This design comes from an exercise in tuning for small area on the open sky130 flow, not from production work. RTL that was checked went through simulation tests only; none was proved equivalent to the original. Power figures rest on the tool's default switching activity, not on a simulated workload.

== run Y ==
// CPU
module CPU (
	input  logic        clk, rst,
	input  logic [31:0] Instr,
	input  logic [31:0] ReadData,
	output logic [31:0] WriteData,
	output logic        MemWrite,
	output logic [31:0] PC,
	output logic [31:0] ALUResult,
	output logic [31:0] Result
);
	logic        started;
	logic [3:0]  flags;             
	logic [31:0] rf [0:14];         
	logic [3:0] cond, rn, rd, rm;
	logic [1:0] op;
	logic [5:0] funct;
	assign cond  = Instr[31:28];
	assign op    = Instr[27:26];
	assign funct = Instr[25:20];
	assign rn    = Instr[19:16];
	assign rd    = Instr[15:12];
	assign rm    = Instr[3:0];
	logic fV, fC, fN, fZ, condex;
	assign {fV, fC, fN, fZ} = flags;
	always_comb begin
		case (cond)
			4'b0000: condex = fZ;
			4'b0001: condex = ~fZ;
			4'b0010: condex = fC;
			4'b0011: condex = ~fC;
			4'b0100: condex = fN;
			4'b0101: condex = ~fN;
			4'b0110: condex = fV;
			4'b0111: condex = ~fV;
			4'b1000: condex = ~fZ & fC;
			4'b1001: condex = fZ | ~fC;
			4'b1010: condex = ~(fN ^ fV);
			4'b1011: condex = fN ^ fV;
			4'b1100: condex = ~fZ & ~(fN ^ fV);
			4'b1101: condex = fZ | (fN ^ fV);
			4'b1110: condex = 1'b1;
			default: condex = 1'b0;
		endcase
	end
	logic is_dp, is_ls, is_br;
	logic c_add, c_sub, c_and, c_orr, c_cmp;
	logic do_sub, do_log;
	logic regw, memw, memtoreg, alusrc, str;
	logic fw_vc, fw_nz;
	assign is_dp = (op == 2'b00);
	assign is_ls = (op == 2'b01);
	assign is_br = (op == 2'b10);
	assign c_add = (funct[4:1] == 4'b0100);
	assign c_sub = (funct[4:1] == 4'b0010);
	assign c_and = (funct[4:1] == 4'b0000);
	assign c_orr = (funct[4:1] == 4'b1100);
	assign c_cmp = (funct[4:1] == 4'b1010);
	assign do_sub   = is_dp & (c_sub | c_cmp);
	assign do_log   = is_dp & (c_and | c_orr);
	assign str      = is_ls & ~funct[0];
	assign regw     = is_dp | (is_ls & funct[0]);
	assign memw     = str;
	assign memtoreg = is_ls & funct[0];
	assign alusrc   = (is_dp & funct[5]) | is_ls | is_br;
	assign fw_vc    = is_dp & ((funct[0] & (c_add | c_sub | c_and | c_orr)) | c_cmp);
  ...
Size: about 200 I/O pins, ~24000 sq um of cells after synthesis.
clock: 20.0 ns
lec_check: 0
cap_margin: 0
core_margin: 2
core_utilization: 35
cts_buf_list: sky130_fd_sc_hd__clkbuf_4 sky130_fd_sc_hd__clkbuf_8
place_density: 0.5
slew_margin: 0
standard.sh (not shown) runs the stock make flow with config.mk's settings and CLKGATE_MAP_FILE= SYNTH_SCRIPT=/design/flow/synth_recipe.tcl, a recipe that flattens the netlist after the stock synthesis.
==> flow/flow/run.sh <==
#!/bin/bash
# Own layout flow: the standard ORFS flow, with an area-oriented ABC mapping
# script (no buffering or gate upsizing in ABC) and minimum-size port buffers.
set -euo pipefail
W=$PWD
rm -rf "$W/scripts_own"
cp -r "$FLOW_HOME/scripts" "$W/scripts_own"
cp "$W/flow/abc.script" "$W/scripts_own/abc_speed.script"
bash "$W/standard.sh" \
  SCRIPTS_DIR="$W/scripts_own" \
  BUFFER_PORTS_ARGS="-buffer_cell sky130_fd_sc_hd__buf_1" \
  finish > "$W/orfs_make.log" 2>&1
==> flow/flow/abc.script <==
&get -n
&st
&dch -f
&nf -p -R 1000 -F 8 -A 8
&put
&get -n
&st
&dch -f
&nf -p -R 1000
&put
topo
Here is what was changed in the inputs of run B compared with run Y.
--- a/flow/flow/run.sh
+++ b/flow/flow/run.sh
@@ -11,0 +12 @@
+  RECOVER_POWER=100 \
--- a/flow/config.mk
+++ b/flow/config.mk
@@ -11,0 +12 @@
+export GPL_TIMING_DRIVEN = 0
==> comparison <==
Run comparison: run Y highest routing layer actually used met4; run B highest routing layer actually used met5
Delta (run B minus run Y): wire length of the first global-routing pass down 2.8 mm, final critical delay including setup and external delays rose 0.45 ns, average vias per placed instance barely changed, power density over the cells has decreased.
Every stage of run B finished as expected; the final checks, on the other hand, flagged capacitance limit, slew limit, which means the layout fails.
No functional check of the RTL was part of any run of this note.

========
v4:
Another version of the RTL of CPU (not shown whole).
Size in the first run: roughly 1700 cells after synthesis, roughly 520 flip-flops, about 200 I/O pins.
Settings: LEC_CHECK=0, CAP_MARGIN=5, CORE_MARGIN=2, CORE_UTILIZATION=58, PLACE_DENSITY=0.72, SLEW_MARGIN=5; clock period 20.0 ns.
==> flow/flow/run.sh <==
#!/bin/bash
# Own layout flow: the standard ORFS flow (standard.sh) with
#  - an area-oriented ABC mapping script (no buffering or gate upsizing in ABC),
#  - minimum-size port buffers,
#  - a clock tree without dummy loads and with larger sink clusters,
set -euo pipefail
W=$PWD
rm -rf "$W/scripts_own"
cp -r "$FLOW_HOME/scripts" "$W/scripts_own"
cp "$W/flow/abc.script" "$W/scripts_own/abc_speed.script"
bash "$W/standard.sh" \
  SCRIPTS_DIR="$W/scripts_own" \
  BUFFER_PORTS_ARGS="-buffer_cell sky130_fd_sc_hd__buf_1" \
  CTS_ARGS="-sink_clustering_enable -repair_clock_nets -dont_use_dummy_load -buf_list {sky130_fd_sc_hd__clkbuf_4 sky130_fd_sc_hd__clkbuf_8} -sink_clustering_size 17 -sink_clustering_max_diameter 80" \
  finish > "$W/orfs_make.log" 2>&1
Scripts as last shown in full above: flow/flow/abc.script
--- input diff v4..v19 ---
==> flow/flow/abc.script <==
&get -n
&st
&dch -f
&nf -p -R 1000 -F 8 -A 8 -E 100
&put
&get -n
&st
&dch -f
&nf -p -R 1000 -E 100
&put
topo
diff --git a/flow/config.mk b/flow/config.mk
--- a/flow/config.mk
+++ b/flow/config.mk
@@ -6,7 +6,7 @@
 export NUM_CORES = 4
 export LEC_CHECK = 0
-export CAP_MARGIN = 5
+export CAP_MARGIN = 10
 export CORE_MARGIN = 2
 export CORE_UTILIZATION = 58
 export PLACE_DENSITY = 0.72
-export SLEW_MARGIN = 5
+export SLEW_MARGIN = 10
### Flow results
- v19 vs. v4: synthesized cell count shrank by 52; number of multi-input logic gates shrank by 78; non-clock buffer count shrank by 10; power share of the clock group held steady.
Here is what was changed in the inputs of v45 compared with v19.
diff --git a/flow/flow/run.sh b/flow/flow/run.sh
--- a/flow/flow/run.sh
+++ b/flow/flow/run.sh
@@ -12,4 +12,4 @@
   SCRIPTS_DIR="$W/scripts_own" \
   BUFFER_PORTS_ARGS="-buffer_cell sky130_fd_sc_hd__buf_1" \
-  CTS_ARGS="-sink_clustering_enable -repair_clock_nets -dont_use_dummy_load -buf_list {sky130_fd_sc_hd__clkbuf_4 sky130_fd_sc_hd__clkbuf_8} -sink_clustering_size 17 -sink_clustering_max_diameter 80" \
+  CTS_ARGS="-sink_clustering_enable -repair_clock_nets -dont_use_dummy_load -buf_list {sky130_fd_sc_hd__clkbuf_4 sky130_fd_sc_hd__clkbuf_8} -sink_clustering_size 14 -sink_clustering_max_diameter 60" \
   finish > "$W/orfs_make.log" 2>&1
==> flow/flow/abc.script <==
&get -n
&st
&dch -f
&nf -p -R 1000 -F 8 -A 8
&put
&get -n
&st
&dch -f
&nf -p -R 1000
&put
topo
==> flow/config.mk <==
export PLATFORM = sky130hd
export DESIGN_NAME = CPU
export DESIGN_NICKNAME = CPU
export VERILOG_FILES = /design/flow/design.v
export SDC_FILE = /design/flow/constraint.sdc
export NUM_CORES = 4
export LEC_CHECK = 0
export CAP_MARGIN = 0
export CORE_MARGIN = 2
export CORE_UTILIZATION = 35
export CTS_BUF_LIST = sky130_fd_sc_hd__clkbuf_4 sky130_fd_sc_hd__clkbuf_8
export PLACE_DENSITY = 0.5
export SLEW_MARGIN = 0
--- outcome ---
Number of logic inverters in the finished layout (v45 vs. v19) decreases by more than a quarter
On v45: net total in the final layout is 90 higher than what v19 gave.
Comparing v19 with v45, the combinational fraction of design power came out essentially unchanged.
Setup slack, v19 and v45: larger value in v45
From v19 to v45 the numbers moved as follows: cell area after synthesis increased by about 0.3% relative to the old numbers; clock period minus final worst setup slack went down.
Compared with v19, v45 shows first-pass GRT wire length that has gone up by more than 10%.
Summary of v45 over v19: total buffers and inverters traversed by the critical path +3; met2 track utilization from global routing -16 points.
Max detailed-route via count across v19 and v45: v19
Input-level comparison between v14 and v45:
diff --git a/flow/flow/run.sh b/flow/flow/run.sh
--- a/flow/flow/run.sh
+++ b/flow/flow/run.sh
@@ -12,4 +12,4 @@
   SCRIPTS_DIR="$W/scripts_own" \
   BUFFER_PORTS_ARGS="-buffer_cell sky130_fd_sc_hd__buf_1" \
-  CTS_ARGS="-sink_clustering_enable -repair_clock_nets -dont_use_dummy_load -buf_list {sky130_fd_sc_hd__clkbuf_4 sky130_fd_sc_hd__clkbuf_8} -sink_clustering_size 14 -sink_clustering_max_diameter 60" \
+  CTS_ARGS="-sink_clustering_enable -repair_clock_nets -dont_use_dummy_load -buf_list {sky130_fd_sc_hd__clkbuf_4 sky130_fd_sc_hd__clkbuf_8} -sink_clustering_size 16 -sink_clustering_max_diameter 65" \
   finish > "$W/orfs_make.log" 2>&1
==> flow/flow/abc.script <==
&get -n
&st
&dch -f
&nf -p -R 1000 -F 8 -A 8 -E 50
&put
&get -n
&st
&dch -f
&nf -p -R 1000 -E 50
&put
topo
==> flow/config.mk <==
export PLATFORM = sky130hd
export DESIGN_NAME = CPU
export DESIGN_NICKNAME = CPU
export VERILOG_FILES = /design/flow/design.v
export SDC_FILE = /design/flow/constraint.sdc
export NUM_CORES = 4
export LEC_CHECK = 0
export CAP_MARGIN = 10
export CORE_MARGIN = 2
export CORE_UTILIZATION = 58
export PLACE_DENSITY = 0.72
export SLEW_MARGIN = 10
==> comparison <==
- v14 against v45; worst-case reg-to-reg path depth is down by a few percent.
- Comparing v14 and v45, the higher proportion of power drawn by combinational gates is on v45.
- The post-synthesis mux area share was comparable across v14 and v45.
#### Input delta (v11 over v14)
diff --git a/flow/flow/run.sh b/flow/flow/run.sh
--- a/flow/flow/run.sh
+++ b/flow/flow/run.sh
@@ -12,4 +12,4 @@
   SCRIPTS_DIR="$W/scripts_own" \
   BUFFER_PORTS_ARGS="-buffer_cell sky130_fd_sc_hd__buf_1" \
-  CTS_ARGS="-sink_clustering_enable -repair_clock_nets -dont_use_dummy_load -buf_list {sky130_fd_sc_hd__clkbuf_4 sky130_fd_sc_hd__clkbuf_8} -sink_clustering_size 16 -sink_clustering_max_diameter 65" \
+  CTS_ARGS="-sink_clustering_enable -repair_clock_nets -dont_use_dummy_load -buf_list {sky130_fd_sc_hd__clkbuf_4 sky130_fd_sc_hd__clkbuf_8} -sink_clustering_size 14 -sink_clustering_max_diameter 60" \
   finish > "$W/orfs_make.log" 2>&1
==> flow/flow/abc.script <==
&get -n
&st
&dch -f
&nf -p -R 1000 -F 8 -A 8
&put
&get -n
&st
&dch -f
&nf -p -R 1000
&put
topo
Taking v14 as the reference point, the clock network fraction of total power of v11 rises by 0.7 points.
On count of antenna diodes in the layout: v11 sits above v14.
v14 has lower synthesized net count than v11.
On number of nets in the finished design: v11 sits above v14.
According to the power report, total power for v11 is higher than for v14.
v11 vs v14, initial antenna violation count went up by 3.
Cell area after placement: v11 higher than v14
From v14 to v11 the numbers moved as follows: worst IR drop on VDD now smaller, synthesized-area fraction occupied by ao, oa, aoi and oai cells now smaller.
Diff v14 -> v11: global-route wire length before repair picked up an extra 1400 um; die area comparable.

========
CPU again, from the RTL that the note above started with.
==> flow/design.v (excerpt) <==
module CPU (
	input  logic        clk, rst,
	input  logic [31:0] Instr,
	input  logic [31:0] ReadData,
	output logic [31:0] WriteData,
	output logic        MemWrite,
	output logic [31:0] PC,
	output logic [31:0] ALUResult,
	output logic [31:0] Result
);
Settings: LEC_CHECK=0, CAP_MARGIN=10, CORE_MARGIN=2, CORE_UTILIZATION=50, PLACE_DENSITY=0.65, SLEW_MARGIN=10; clock period 20.0 ns.
==> flow/flow/run.sh <==
#!/bin/bash
# Own layout flow: the standard ORFS flow (standard.sh) with
#  - an area-oriented ABC mapping script (no buffering or gate upsizing in ABC),
#  - minimum-size port buffers,
#  - a clock tree without dummy loads and with larger sink clusters,
set -euo pipefail
W=$PWD
rm -rf "$W/scripts_own"
cp -r "$FLOW_HOME/scripts" "$W/scripts_own"
cp "$W/flow/abc.script" "$W/scripts_own/abc_speed.script"
bash "$W/standard.sh" \
  SCRIPTS_DIR="$W/scripts_own" \
  BUFFER_PORTS_ARGS="-buffer_cell sky130_fd_sc_hd__buf_1" \
  CTS_ARGS="-sink_clustering_enable -repair_clock_nets -dont_use_dummy_load -buf_list {sky130_fd_sc_hd__clkbuf_4 sky130_fd_sc_hd__clkbuf_8} -sink_clustering_size 14 -sink_clustering_max_diameter 60" \
  finish > "$W/orfs_make.log" 2>&1
==> flow/flow/abc.script <==
&get -n
&st
&dch -f
&nf -p -R 1000 -F 8 -A 8
&put
&get -n
&st
&dch -f
&nf -p -R 1000
&put
topo
The first run completed without violations.
Rerun with:
--- a/flow/flow/run.sh
+++ b/flow/flow/run.sh
@@ -13,3 +13,3 @@
   BUFFER_PORTS_ARGS="-buffer_cell sky130_fd_sc_hd__buf_1" \
-  CTS_ARGS="-sink_clustering_enable -repair_clock_nets -dont_use_dummy_load -buf_list {sky130_fd_sc_hd__clkbuf_4 sky130_fd_sc_hd__clkbuf_8} -sink_clustering_size 14 -sink_clustering_max_diameter 60" \
+  CTS_ARGS="-sink_clustering_enable -repair_clock_nets -dont_use_dummy_load -buf_list {sky130_fd_sc_hd__clkbuf_4 sky130_fd_sc_hd__clkbuf_8} -sink_clustering_size 16 -sink_clustering_max_diameter 65" \
   finish > "$W/orfs_make.log" 2>&1
CORE_UTILIZATION = 58   (was 50)
PLACE_DENSITY = 0.72   (was 0.65)
Critical path depth goes down by 3.
Via count increases by 0.80%.
Clock skew went up by 0.0097 ns.
Rerun with:
==> flow/flow/abc.script (replaced) <==
&get -n
&st
&dch -f
&nf -p -R 1000 -F 8 -A 8 -E 100
&put
&get -n
&st
&dch -f
&nf -p -R 1000 -E 100
&put
topo
The changed run went through all stages and came out clean.
Non-clock buffer count went down by 10.
Total power stays flat.
Utilization falls by 0.42 points.
Cell area shrinks slightly.
Rerun with:
--- a/flow/flow/run.sh
+++ b/flow/flow/run.sh
@@ -13,3 +13,3 @@
   BUFFER_PORTS_ARGS="-buffer_cell sky130_fd_sc_hd__buf_1" \
-  CTS_ARGS="-sink_clustering_enable -repair_clock_nets -dont_use_dummy_load -buf_list {sky130_fd_sc_hd__clkbuf_4 sky130_fd_sc_hd__clkbuf_8} -sink_clustering_size 16 -sink_clustering_max_diameter 65" \
+  CTS_ARGS="-sink_clustering_enable -repair_clock_nets -dont_use_dummy_load -buf_list {sky130_fd_sc_hd__clkbuf_4 sky130_fd_sc_hd__clkbuf_8} -sink_clustering_size 17 -sink_clustering_max_diameter 80" \
   finish > "$W/orfs_make.log" 2>&1
==> flow/flow/abc.script (replaced) <==
&get -n
&st
&dch -f
&nf -p -R 1000 -F 8 -A 8
&put
&get -n
&st
&dch -f
&nf -p -R 1000
&put
topo
Result: The new run finished with timing, DRC and antenna clean. Power goes down by 1.1%. Clock skew goes up by 0.0078 ns. Sequential share of layout area goes down by 0.19 points. Core utilization goes up by 0.22 points.
Rerun with:
==> flow/flow/abc.script (replaced) <==
&get -n
&st
&dch -f
&nf -p -R 1000 -F 8 -A 8 -E 50
&put
&get -n
&st
&dch -f
&nf -p -R 1000 -E 50
&put
topo
The changed run completed without violations.
Fmax barely changes.
Combinational power went down slightly.
Sequential share of layout area went up by 0.47 points.
Final area goes down slightly.
Routed wire length went down slightly.
Global-route usage increases by 0.59 points.
Sequential power stays flat.

==> static timing again, ports no longer ideal <==
The flow's constraints put no driver on any port. The routed layouts listed below were extracted and timed again, unchanged, in two steps.
Step 1 (the two cells are an assumption about what drives the block):
set clk [get_ports {clk}]
set_driving_cell -lib_cell sky130_fd_sc_hd__clkbuf_16 $clk
set_driving_cell -lib_cell sky130_fd_sc_hd__buf_2 [delete_from_list [all_inputs] $clk]
Step 2 adds t to the input delays and takes it off the output delays; t is the mean of the earliest and latest rising clock arrival at the registers after step 1. Input paths then give back, and output paths get back, about the clock's delay inside the block.
Three values: no drivers, after step 1, after step 2; two values: the first two.
run | t (ns) | setup slack, ns | worst register clock-pin slew, ns
run Y | 0.748 | 0.991 / 0.961 / 0.961 | 0.08 / 0.08
run B | 0.758 | 0.539 / 0.511 / 0.511 | 0.07 / 0.07
v4 | 0.690 | 1.026 / 0.945 / 0.945 | 0.12 / 0.12
v19 | 0.692 | 0.918 / 0.887 / 0.887 | 0.11 / 0.11
v45 | 0.715 | 1.085 / 1.057 / 1.057 | 0.10 / 0.10
v14 | 0.699 | 1.006 / 0.980 / 0.980 | 0.11 / 0.11
v11 | 0.701 | 1.067 / 0.978 / 0.978 | 0.09 / 0.09
the first run of note 3 | 0.703 | 0.798 / 0.776 / 0.776 | 0.10 / 0.10
the second run of note 3 | 0.698 | 0.994 / 0.906 / 0.906 | 0.10 / 0.10
the third run of note 3 | 0.689 | 1.002 / 0.971 / 0.971 | 0.11 / 0.11
the fourth run of note 3 | 0.690 | 1.026 / 0.945 / 0.945 | 0.12 / 0.12
the fifth run of note 3 | 0.704 | 1.064 / 1.037 / 1.037 | 0.12 / 0.12
The setup slack of v11, which loses most, moves by -0.089 ns with the drivers and by -0.089 ns with both steps.
